Source: an optimization exercise on an open RTL-to-GDS flow (aim: small area). Production flows keep margins and buffers that such runs may drop. In this exercise RTL edits were held to simulation tests only and were not proved equivalent to the original. Power and IR drop assume default switching activity.

## mips_core
module mips_core(
	input         clk,
	input         reset,
	output [31:0] imem_addr,
	input  [31:0] imem_rdata,
	output [31:0] dmem_addr,
	output [31:0] dmem_wdata,
	output        dmem_we,
	output        dmem_re,
	input  [31:0] dmem_rdata
	);
	localparam [3:0] A_ZERO = 4'd0, A_ADD = 4'd1, A_SUB = 4'd2, A_AND = 4'd3,
	                 A_OR   = 4'd4, A_SLT = 4'd5, A_SLL = 4'd6, A_SRL = 4'd7,
	                 A_SRA  = 4'd8, A_LUI = 4'd9;
	reg  [31:0] pc;                  
	reg  [31:0] pc_id;               
	reg  [31:0] ir;
	reg  [31:0] a_ex, b_ex;          
	reg  [15:0] imm_ex;
	reg         immhi_ex;            
	reg  [4:0]  rn_ex;
	reg  [3:0]  aop_ex;
	reg         alusrc_ex, mr_ex, mw_ex, rw_ex, lw_ex, jal_ex;
	reg         fam_ex, fbm_ex, faw_ex, fbw_ex;    
	reg  [31:0] res_mem, b_mem;      
	reg  [4:0]  rn_mem;
	reg         mr_mem, mw_mem, rw_mem, lw_mem, jal_mem;
	reg  [31:0] wd;                  
	reg  [4:0]  rn_wb;
	reg         rw_wb;
	reg  [31:0] gpr [1:31];
	reg  [31:1] gv;
	wire wdnz = |wd;
	wire [5:0] op = ir[31:26];
	wire [5:0] fn = ir[5:0];
	wire [4:0] rs = ir[25:21];
	wire [4:0] rt = ir[20:16];
	wire [4:0] rd = ir[15:11];
	wire isR    = (op == 6'h00);
	wire r_addu = isR & (fn == 6'h21);
	wire r_add  = isR & (fn == 6'h20);
	wire r_subu = isR & (fn == 6'h23);
	wire r_sub  = isR & (fn == 6'h22);
	wire r_and  = isR & (fn == 6'h24);
	wire r_or   = isR & (fn == 6'h25);
	wire r_slt  = isR & (fn == 6'h2a);
	wire r_sll  = isR & (fn == 6'h00);
	wire r_srl  = isR & (fn == 6'h02);
	wire r_sra  = isR & (fn == 6'h03);
	wire r_jr   = isR & (fn == 6'h08);
	wire i_addi = (op == 6'h08);
	wire i_slti = (op == 6'h0a);
	wire i_ori  = (op == 6'h0d);
	wire i_lui  = (op == 6'h0f);
	wire i_beq  = (op == 6'h04);
	wire i_bne  = (op == 6'h05);
	wire i_j    = (op == 6'h02);
	wire i_jal  = (op == 6'h03);
	wire i_lw   = (op == 6'h23);
	wire i_sw   = (op == 6'h2b);
  ...
Size: ~4000 cells after synthesis, about 160 I/O pins, roughly 59000 sq um of cells after synthesis.
Settings: LEC_CHECK=0, CAP_MARGIN=20, CORE_MARGIN=2, CORE_UTILIZATION=55, SLEW_MARGIN=20, SYNTH_HIERARCHICAL=1, SYNTH_MINIMUM_KEEP_SIZE=0; clock period 15.0 ns.
run.sh (not shown) runs the stock make flow with config.mk's settings and CLKGATE_MAP_FILE= SYNTH_SCRIPT=/design/flow/synth_recipe.tcl, a recipe that flattens the netlist after the stock synthesis.
The first run completed without violations.
Next try:
==> flow/flow/run.sh (new file) <==
#!/bin/bash
# Own flow: the standard layout (standard.sh, unchanged synthesis, floorplan, power grid,
# placement, routing), with two arguments changed:
#  - the port buffers are buf_1 cells (buffer_ports -buffer_cell) instead of the default choice;
#  - clock tree synthesis uses clkbuf_4 cells, clusters of at most 8 flip-flops within 50 um,
#    and inserts no dummy loads.
# make's full output goes to standard.log; ORFS keeps each step's log under orfs/logs.
set -euo pipefail
bash standard.sh \
  "BUFFER_PORTS_ARGS=-buffer_cell sky130_fd_sc_hd__buf_1" \
  "CTS_ARGS=-sink_clustering_enable -repair_clock_nets -dont_use_dummy_load -buf_list sky130_fd_sc_hd__clkbuf_4 -sink_clustering_size 8 -sink_clustering_max_diameter 50" \
  finish > standard.log 2>&1
==> flow/standard.sh (new file) <==
#!/bin/bash
# synth_recipe.tcl (not shown) runs the flow's synth.tcl, then flattens the netlist and writes it again
# the make line also repeats each setting of config.mk as NAME=value (left out here)
make -C /OpenROAD-flow-scripts/flow DESIGN_CONFIG=/design/flow/config.mk WORK_HOME=/design/flow/orfs CLKGATE_MAP_FILE= SYNTH_SCRIPT=/design/flow/synth_recipe.tcl "${@:-finish}"
removed: flow/run.sh
What happened: The new run finished with timing, DRC and antenna clean. First-iteration DRC count fell by a few percent. Setup slack improves by 70 ps. Synthesized area stays the same. Clock power went down by well over a third. Sequential power stays flat. Final cell count shrinks slightly. Routed wire length hardly moves. Die area does not change. Power shrinks by about a fifth.

[afterwards: timing with drivers on the ports]
Ports are ideal in the flow. The routed layouts listed here were re-timed in OpenROAD.
Step 1 sets driving cells, clkbuf_16 on the clock port and buf_2 on the other inputs (assumed; they add their load-dependent delay and slew).
Step 2 moves the port delays by t, midway between the first and last clock arrival at a register: inputs arrive t later, outputs are due t later. That takes back most of the time a late clock gives input paths.
Three values: ideal ports, drivers, drivers and shift; two values: the first two.
run | t (ns) | slack for setup (ns) | worst register clock-pin slew, ns
the first run | 0.843 | 2.393 / 2.393 / 2.393 | 0.07 / 0.07
the second run | 1.242 | 2.462 / 2.462 / 2.462 | 0.10 / 0.10
After both steps setup and hold are still met in every run listed.
